This design comes from an exercise in tuning for small area and few clock cycles on the open sky130 flow, not from production work. Only simulation tests tie the RTL to the original design; equivalence was not proved.

## design.v

```verilog
`timescale 1ns/1ps
`default_nettype none
module axi4s_cordic #(
    parameter MODE = "ROT",       
    parameter integer DW = 12,
    parameter integer PAR = 1,
    parameter integer TDW = ((DW + 7) / 8) * 8
)(
    input  wire clk, resetn,
    input  wire signed [TDW*3*PAR - 1 : 0]  s_axis_tdata,
    input  wire                             s_axis_tlast,
    input  wire                             s_axis_tvalid,
    output wire                             s_axis_tready,
    output logic signed [TDW*3*PAR - 1 : 0] m_axis_tdata,
    output logic                            m_axis_tlast,
    output logic                            m_axis_tvalid,
    input  wire                             m_axis_tready
);
    function automatic [12:0] addsub13(input [12:0] a, input [12:0] b, input sub);
        logic c;
        logic bb;
        begin
            c = sub;
            for (int k = 0; k < 13; k++) begin
                bb = b[k] ^ sub;
                addsub13[k] = a[k] ^ bb ^ c;
                c = (a[k] & bb) | (c & (a[k] ^ bb));
            end
        end
    endfunction
    function automatic [12:0] addsub13bk(input [12:0] a, input [12:0] b, input sub);
        logic [13:0] g, p, G, P;
        logic [12:0] bb;
        begin
            bb = b ^ {13{sub}};
            g = {a & bb, sub};
            p = {a ^ bb, 1'b0};
            G = g; P = p;
            for (int l = 1; l < 14; l = l * 2)
                for (int k = 2 * l - 1; k < 14; k += 2 * l) begin
                    G[k] = G[k] | (P[k] & G[k - l]);
                    P[k] = P[k] & P[k - l];
                end
            for (int l = 4; l >= 1; l = l / 2)
                for (int k = 3 * l - 1; k < 14; k += 2 * l) begin
                    G[k] = G[k] | (P[k] & G[k - l]);
                    P[k] = P[k] & P[k - l];
                end
            addsub13bk = p[13:1] ^ G[12:0];
        end
    endfunction
    logic [9:0] v;
    logic [9:0] l;
    wire en = ~v[9] | m_axis_tready;
    assign s_axis_tready = en;
    assign m_axis_tvalid = v[9];
    assign m_axis_tlast = l[9];
    always_ff @(posedge clk) begin
        if (!resetn) v <= '0;
        else if (en) v <= {v[8:0], s_axis_tvalid};
    end
    always_ff @(posedge clk) begin
        if (en) l <= {l[8:0], s_axis_tlast};
    end
    wire [11:0] x_in = s_axis_tdata[15:4];
    wire [11:0] y_in = s_axis_tdata[31:20];
    wire [10:0] a_in = s_axis_tdata[46:36];
    wire q_in = s_axis_tdata[47] ^ s_axis_tdata[46];   
    wire signed [12:0] ang0 = {a_in[10], a_in, 1'b0};
    wire signed [11:0] ang0n = ang0[11:0];
    wire signed [12:0] x_q = q_in ? -{x_in[11], x_in} : {x_in[11], x_in};
    wire signed [12:0] y_q = q_in ? -{y_in[11], y_in} : {y_in[11], y_in};
    wire d0 = ang0n > 0;
    wire signed [11:0] ang1 = d0 ? 12'(ang0n - 12'sd1024) : 12'(ang0n + 12'sd1024);
    wire signed [11:0] ang1n = ang1[11:0];
    wire signed [12:0] x_1 = addsub13(x_q, 13'(y_q >>> 0), d0);
    wire signed [12:0] y_1 = addsub13(y_q, 13'(x_q >>> 0), ~d0);
    wire d1 = ang1n > 0;
    wire signed [10:0] ang2 = d1 ? 11'(ang1n - 12'sd605) : 11'(ang1n + 12'sd605);
    wire signed [10:0] ang2n = ang2[10:0];
    wire d2 = ang2n > 0;
    wire signed [9:0] ang3 = d2 ? 10'(ang2n - 11'sd319) : 10'(ang2n + 11'sd319);
    wire signed [9:0] ang3n = ang3[9:0];
    logic signed [12:0] x_r0;
    logic signed [12:0] y_r0;
    logic signed [0:0] d1_r0;
    logic signed [0:0] d2_r0;
    logic signed [9:0] ang_r0;
    always_ff @(posedge clk) begin
        if (en) begin
            x_r0 <= x_1;
            y_r0 <= y_1;
            d1_r0 <= d1;
            d2_r0 <= d2;
            ang_r0 <= ang3n;
        end
    end
    wire signed [12:0] x_2 = addsub13(x_r0, 13'(y_r0 >>> 1), d1_r0);
    wire signed [12:0] y_2 = addsub13(y_r0, 13'(x_r0 >>> 1), ~d1_r0);
    wire signed [12:0] x_3 = addsub13(x_2, 13'(y_2 >>> 2), d2_r0);
    wire signed [12:0] y_3 = addsub13(y_2, 13'(x_2 >>> 2), ~d2_r0);
    wire d3 = ang_r0 > 0;
    wire signed [8:0] ang4 = d3 ? 9'(ang_r0 - 10'sd162) : 9'(ang_r0 + 10'sd162);
    wire signed [8:0] ang4n = ang4[8:0];
    wire d4 = ang4n > 0;
    wire signed [7:0] ang5 = d4 ? 8'(ang4n - 9'sd81) : 8'(ang4n + 9'sd81);
    wire signed [7:0] ang5n = ang5[7:0];
    logic signed [12:0] x_r1;
    logic signed [12:0] y_r1;
    logic signed [0:0] d3_r1;
    logic signed [0:0] d4_r1;
    logic signed [7:0] ang_r1;
    always_ff @(posedge clk) begin
        if (en) begin
            x_r1 <= x_3;
            y_r1 <= y_3;
            d3_r1 <= d3;
            d4_r1 <= d4;
            ang_r1 <= ang5n;
        end
    end
    wire signed [12:0] x_4 = addsub13(x_r1, 13'(y_r1 >>> 3), d3_r1);
    wire signed [12:0] y_4 = addsub13(y_r1, 13'(x_r1 >>> 3), ~d3_r1);
    wire signed [12:0] x_5 = addsub13(x_4, 13'(y_4 >>> 4), d4_r1);
    wire signed [12:0] y_5 = addsub13(y_4, 13'(x_4 >>> 4), ~d4_r1);
    wire d5 = ang_r1 > 0;
    wire signed [6:0] ang6 = d5 ? 7'(ang_r1 - 8'sd41) : 7'(ang_r1 + 8'sd41);
    wire signed [6:0] ang6n = ang6[6:0];
    logic signed [12:0] x_r2;
    logic signed [12:0] y_r2;
    logic signed [0:0] d5_r2;
    logic signed [6:0] ang_r2;
    always_ff @(posedge clk) begin
        if (en) begin
            x_r2 <= x_5;
            y_r2 <= y_5;
            d5_r2 <= d5;
            ang_r2 <= ang6n;
        end
    end
    wire signed [12:0] x_6 = addsub13(x_r2, 13'(y_r2 >>> 5), d5_r2);
    wire signed [12:0] y_6 = addsub13(y_r2, 13'(x_r2 >>> 5), ~d5_r2);
    wire d6 = ang_r2 > 0;
    wire signed [5:0] ang7 = d6 ? 6'(ang_r2 - 7'sd20) : 6'(ang_r2 + 7'sd20);
    wire signed [5:0] ang7n = ang7[5:0];
    logic signed [12:0] x_r3;
    logic signed [12:0] y_r3;
    logic signed [0:0] d6_r3;
    logic signed [5:0] ang_r3;
    always_ff @(posedge clk) begin
        if (en) begin
            x_r3 <= x_6;
            y_r3 <= y_6;
            d6_r3 <= d6;
            ang_r3 <= ang7n;
        end
    end
    wire signed [12:0] x_7 = addsub13(x_r3, 13'(y_r3 >>> 6), d6_r3);
    wire signed [12:0] y_7 = addsub13(y_r3, 13'(x_r3 >>> 6), ~d6_r3);
    wire d7 = ang_r3 > 0;
    wire signed [4:0] ang8 = d7 ? 5'(ang_r3 - 6'sd10) : 5'(ang_r3 + 6'sd10);
    wire signed [4:0] ang8n = ang8[4:0];
    logic signed [12:0] x_r4;
    logic signed [12:0] y_r4;
    logic signed [0:0] d7_r4;
    logic signed [4:0] ang_r4;
    always_ff @(posedge clk) begin
        if (en) begin
            x_r4 <= x_7;
            y_r4 <= y_7;
            d7_r4 <= d7;
            ang_r4 <= ang8n;
        end
    end
    wire signed [12:0] x_8 = addsub13(x_r4, 13'(y_r4 >>> 7), d7_r4);
    wire signed [12:0] y_8 = addsub13(y_r4, 13'(x_r4 >>> 7), ~d7_r4);
    wire d8 = ang_r4 > 0;
    wire signed [3:0] ang9 = d8 ? 4'(ang_r4 - 5'sd5) : 4'(ang_r4 + 5'sd5);
    wire signed [3:0] ang9n = ang9[3:0];
    logic signed [12:0] x_r5;
    logic signed [12:0] y_r5;
    logic signed [0:0] d8_r5;
    logic signed [3:0] ang_r5;
    always_ff @(posedge clk) begin
        if (en) begin
            x_r5 <= x_8;
            y_r5 <= y_8;
            d8_r5 <= d8;
            ang_r5 <= ang9n;
        end
    end
    wire signed [12:0] x_9 = addsub13(x_r5, 13'(y_r5 >>> 8), d8_r5);
    wire signed [12:0] y_9 = addsub13(y_r5, 13'(x_r5 >>> 8), ~d8_r5);
    wire d9 = ang_r5 > 0;
    wire signed [2:0] ang10 = d9 ? 3'(ang_r5 - 4'sd3) : 3'(ang_r5 + 4'sd3);
    wire signed [2:0] ang10n = ang10[2:0];
    logic signed [12:0] x_r6;
    logic signed [12:0] y_r6;
    logic signed [0:0] d9_r6;
    logic signed [2:0] ang_r6;
    always_ff @(posedge clk) begin
        if (en) begin
            x_r6 <= x_9;
            y_r6 <= y_9;
            d9_r6 <= d9;
            ang_r6 <= ang10n;
        end
    end
    wire signed [12:0] x_10 = addsub13(x_r6, 13'(y_r6 >>> 9), d9_r6);
    wire signed [12:0] y_10 = addsub13(y_r6, 13'(x_r6 >>> 9), ~d9_r6);
    wire d10 = ang_r6 > 0;
    wire signed [1:0] ang11 = d10 ? 2'(ang_r6 - 3'sd1) : 2'(ang_r6 + 3'sd1);
    wire signed [1:0] ang11n = ang11[1:0];
    logic signed [12:0] x_r7;
    logic signed [12:0] y_r7;
    logic signed [0:0] d10_r7;
    logic signed [1:0] ang_r7;
    always_ff @(posedge clk) begin
        if (en) begin
            x_r7 <= x_10;
            y_r7 <= y_10;
            d10_r7 <= d10;
            ang_r7 <= ang11n;
        end
    end
    wire signed [12:0] x_11 = addsub13(x_r7, 13'(y_r7 >>> 10), d10_r7);
    wire signed [12:0] y_11 = addsub13(y_r7, 13'(x_r7 >>> 10), ~d10_r7);
    wire d11 = ang_r7 > 0;
    logic signed [12:0] x_r8;
    logic signed [12:0] y_r8;
    logic signed [0:0] d11_r8;
    always_ff @(posedge clk) begin
        if (en) begin
            x_r8 <= x_11;
            y_r8 <= y_11;
            d11_r8 <= d11;
        end
    end
    wire signed [12:0] x_12 = addsub13(x_r8, 13'(y_r8 >>> 11), d11_r8);
    wire signed [12:0] y_12 = addsub13(y_r8, 13'(x_r8 >>> 11), ~d11_r8);
    logic signed [12:0] x_r9;
    logic signed [12:0] y_r9;
    always_ff @(posedge clk) begin
        if (en) begin
            x_r9 <= x_12;
            y_r9 <= y_12;
        end
    end
    wire [23:0] x_e = {{11{x_r9[12]}}, x_r9};
    wire [23:0] x_p = (x_e << 11) + (x_e << 9) - (x_e << 6) - (x_e << 3) - x_e;   
    wire [11:0] x_g = x_p[23:12];
    wire [23:0] y_e = {{11{y_r9[12]}}, y_r9};
    wire [23:0] y_p = (y_e << 11) + (y_e << 9) - (y_e << 6) - (y_e << 3) - y_e;   
    wire [11:0] y_g = y_p[23:12];
    assign m_axis_tdata = {12'd0, 4'd0, y_g, 4'd0, x_g, 4'd0};
endmodule
`default_nettype wire
```

## run.sh

```bash
#!/bin/bash
# synth_recipe.tcl (not shown) runs the flow's synth.tcl, then flattens the netlist and writes it again
# the make line also repeats each setting of config.mk as NAME=value (left out here)
make -C /OpenROAD-flow-scripts/flow DESIGN_CONFIG=/design/flow/config.mk WORK_HOME=/design/flow/orfs CLKGATE_MAP_FILE= SYNTH_SCRIPT=/design/flow/synth_recipe.tcl finish
```

## config.mk

```make
export PLATFORM = sky130hd
export DESIGN_NAME = axi4s_cordic
export DESIGN_NICKNAME = axi4s_cordic
export VERILOG_FILES = /design/flow/design.v
export SDC_FILE = /design/flow/constraint.sdc
export NUM_CORES = 4
export LEC_CHECK = 0
export CAP_MARGIN = 20
export CORE_MARGIN = 2
export CORE_UTILIZATION = 40
export SLEW_MARGIN = 20
```

## constraint.sdc

```tcl
create_clock -name core_clock -period 8.0 [get_ports {clk}]
set_input_delay 1.6000 -clock core_clock [delete_from_list [all_inputs] [get_ports {clk}]]
set_output_delay 1.6000 -clock core_clock [all_outputs]
set_load 0.01 [all_outputs]
```

==> flow_metrics.py <==
metrics = {
    "logic_synthesis": {
        "synth-seq-cells": 327,
        "synth_edf_count": 317,
        "synth-main-ff-cell": "edfxtp_1",
        "synthTopCellsByCount": "422 x inv_1, 329 x fa_1, 317 x edfxtp_1, 151 x xnor2_1, 149 x xor2_1",
        "synth_seq_area_share_pct": 39.3,
        "ys_warn_count": 1,
        "synth_area_leaders": "edfxtp_1 38%, fa_1 27%, ha_1 6.5%",
        "yosys.cell_count.top_type": "inv_1",
        "synthCells": 1954,
        "postSynthAreaPerCell_sq_um": 12.7,
        "synth_top_area_share_pct": 38.5,
        "async_flop_share_pct": 0,
        "yosysTopAreaCell": "edfxtp_1",
        "synth_cell_type_count": 68,
        "synth_area_sq_mm": 0.0247,
    },
    "floorplan": {
        "start_util_pct": 40.3,
        "rows": 91,
        "ios": 104,
        "die_area_sq_mm": 0.0638,
        "core_sq_mm": 0.0614,
        "dieHeight_microns": 253,
        "die_w_microns": 253,
    },
    "setup_path": {
        "cp.depth": 22,
        "cp_max_fo": 4,
        "reg2reg_to": "x_r2[12]",
        "cp_slowest_cell": "fa_1",
        "end_kind": "flip-flop",
        "cp_num_buf_inv": 3,
        "required_ns": 8.28,
        "r2r-start": "d3_r1",
        "crit_path_start_kind": "flip-flop",
        "slowest_delay_ns": 0.52,
        "critPathTopFamily": "adder cells",
        "crit_path_cell_trace": "buf_4, xnor2_1, fa_1, fa_1, inv_1, fa_1, inv_1, fa_1, fa_1, xor2_1, fa_1, fa_1, fa_1, fa_1, fa_1, fa_1, fa_1, fa_1, fa_1, fa_1, fa_1, xor2_1",
        "ff2ff_path_depth": 22,
        "critPathKind": "reg -> reg",
        "timing.critical_path.mode_cell": "fa_1",
        "worst_ep_arrival_time_ns": 8.02,
        "r2r_setup_slack_ns": 0.26,
    },
    "placement": {
        "gp_congestion": 0.850,
        "pre_cts_ws_ns": 0.0729,
        "dp_hpwl_microns": 31000,
        "portBuffers": 67,
    },
    "timing": {
        "fin_worst_skew_ns": 0.0118,
        "setup_viol": 0,
        "hold_slack_ns": 0.417,
        "finalHoldViolations": 0,
        "min_period_over_period_pct": 96.7,
        "fmax_mhz": 129,
        "finalSetupTns_ns": 0,
        "max_slew_margin_pct": 30.4,
        "worst_pin_slew_ns": 1.04,
        "grt_setup_unrepaired": "no",
        "slew_violations": 0,
        "layout_setup_ws_ns": 0.261,
        "finalCriticalPeriod_ns": 7.74,
    },
    "drt": {
        "routed_via_density": 4.57,
        "drc": 0,
        "drt-pass1-iter-count": 5,
        "routed-wl-met3_microns": 997,
        "wl_per_cell_microns": 13.2,
        "first_iter_violations": 427,
        "drtAntennaViolNets": 0,
        "route.met2.wl_microns": 22400,
        "wl_met1_microns": 13400,
        "maxUsedRoutingLayer": "met4",
        "num_vias": 13200,
        "drt-total-wl_microns": 38000,
    },
    "clock_network": {
        "cts.sinks": 327,
        "holdBufCountCts": 0,
        "numCtsBuffers": 38,
        "cts.path.max_buffers": 3,
        "cts.htree.levels": 2,
        "clk_pin_slew_ns": 0.06,
        "cts_tree": "done",
        "clock_latency_ns": 0.54,
        "ctsRootBufferMaster": "clkbuf_16",
    },
    "run_status": {
        "outcome": "no timing/DRC/antenna violations",
    },
    "layout": {
        "drive_above_1_share_pct": 5.25,
        "antenna_cells": 0,
        "fin_nets": 2579,
        "syn_to_final_growth_pct": 11.7,
    },
    "global_route": {
        "grt_use_total_pct": 12.5,
        "antenna_found_initial": 0,
        "grt_max_degree": 90,
        "gr-total-overflow": 0,
        "grt_pass1_wl_microns": 65100,
        "first_global_vias": 14500,
    },
    "run": {
        "drv_cap": 0,
    },
    "min_path": {
        "hold_end": "l[4]",
        "min_path_type": "reg -> reg",
        "holdPathStages": 0,
        "min-delay-start": "l[3]",
    },
}
-- layout by cell type, fill, tap and decap left out, drive strengths merged, types with 33 or more instances in the layout --
cell	count
nor2	56
a21oi	75
edfxtp	317
xor2	149
clkdlybuf4s50	67
inv	424
buf	33
o21ai	37
ha	129
clkbuf	46
nand2	44
fa	329
xnor2	151
-- repair_timing --
action,CTS,global route
endpoints found under the setup margin,0,1
setup buffers,0,2
resized for setup,0,4
-- logic make-up (layout without fill, tap and decap cells) --
logic type / after synthesis / after routing / synth area share [%]
XOR/XNOR: 300 / 300 / 10.6
flip-flops: 327 / 327 / 39.3
AO/OA/AOI/OAI: 200 / 200 / 5.10
buffers and inverters: 472 / 590 / 7.54
AND/OR/NAND/NOR: 181 / 181 / 3.63
multiplexers: 15 / 15 / 0.617
other: 1 / 24 / 0.0152
adder cells (fa/ha/maj): 458 / 458 / 33.2
-- sequential cells by signal, indices dropped and copies added, names as in the netlist, 13 cells and up --
register	cells
x_r1	13
x_r2	13
x_r3	13
x_r4	13
x_r5	13
x_r6	13
x_r7	13
x_r8	13
x_r9	13
y_r0	13
y_r1	13
y_r2	13
y_r3	13
y_r4	13
y_r5	13
y_r6	13
y_r7	13
y_r8	13
y_r9	13
-- layer usage --
metal / vias to the layer above / track usage (%)
met1: 6541 / 12.4
met5: - / 0
met3: 67 / 2.01
met4: 0 / 3.97
met2: 137 / 25.8
li1: 6430 / -
-- worst max path at each step --
stage | slack (ns) | start | end
floorplan | 0.13 | d3_r1 | x_r2[12]
global placement | 0.1 | s_axis_tdata[40] | x_r0[12]
detailed placement | 0.07 | s_axis_tdata[40] | x_r0[12]
CTS | 0.15 | d3_r1 | y_r2[12]
global route | 0.007 | d3_r1 | x_r2[12]
finish | 0.26 | d3_r1 | x_r2[12]
-- layout make-up --
type / count / area, sq um
fillers: 5554 / 33700
multi-input cells: 1178 / 13300
flip-flops and latches: 327 / 9720
inverters: 423 / 1600
clock buffers: 46 / 1000
well taps: 790 / 988
repair buffers: 100 / 918
clock inverters: 21 / 135
-- metrics by stage --
step                      area, sq um  utilization, %  cells
after CTS                       27600            45.0   2883
after global routing            27600            45.0   2885
after floorplan                 24800               -   1977
final                           27600            45.0   2885
after global placement          26500            43.1   2816
after detailed placement        26500            43.1   2816
Testbench counts, summed over its fixed seeds: cycles 12,080.

## afterwards: timing with drivers on the ports
Ports are ideal in the flow. The routed layout listed here was re-timed in OpenROAD. Step 1: set_driving_cell puts a clkbuf_16 on clk and a buf_2 on each other input, an assumption about the parent block. Step 2 adds t to the input delays and takes it off the output delays; t is the mean of the earliest and latest rising clock arrival at the registers after step 1. Input paths then give back, and output paths get back, about the clock's delay inside the block. Three values: no drivers, after step 1, after step 2; two values: the first two.
shift t [ns]: 0.591
setup slack, ns: 0.261 / 0.261 / 0.095
worst setup path at the end: input to register
slew at the worst register clock pin (ns): 0.06 / 0.06
cell pins on the clock port's net: 1
After both steps setup and hold are still met in this run. For this run, drivers alone change the setup slack by 0.000 ns; drivers and shift together by -0.166 ns.
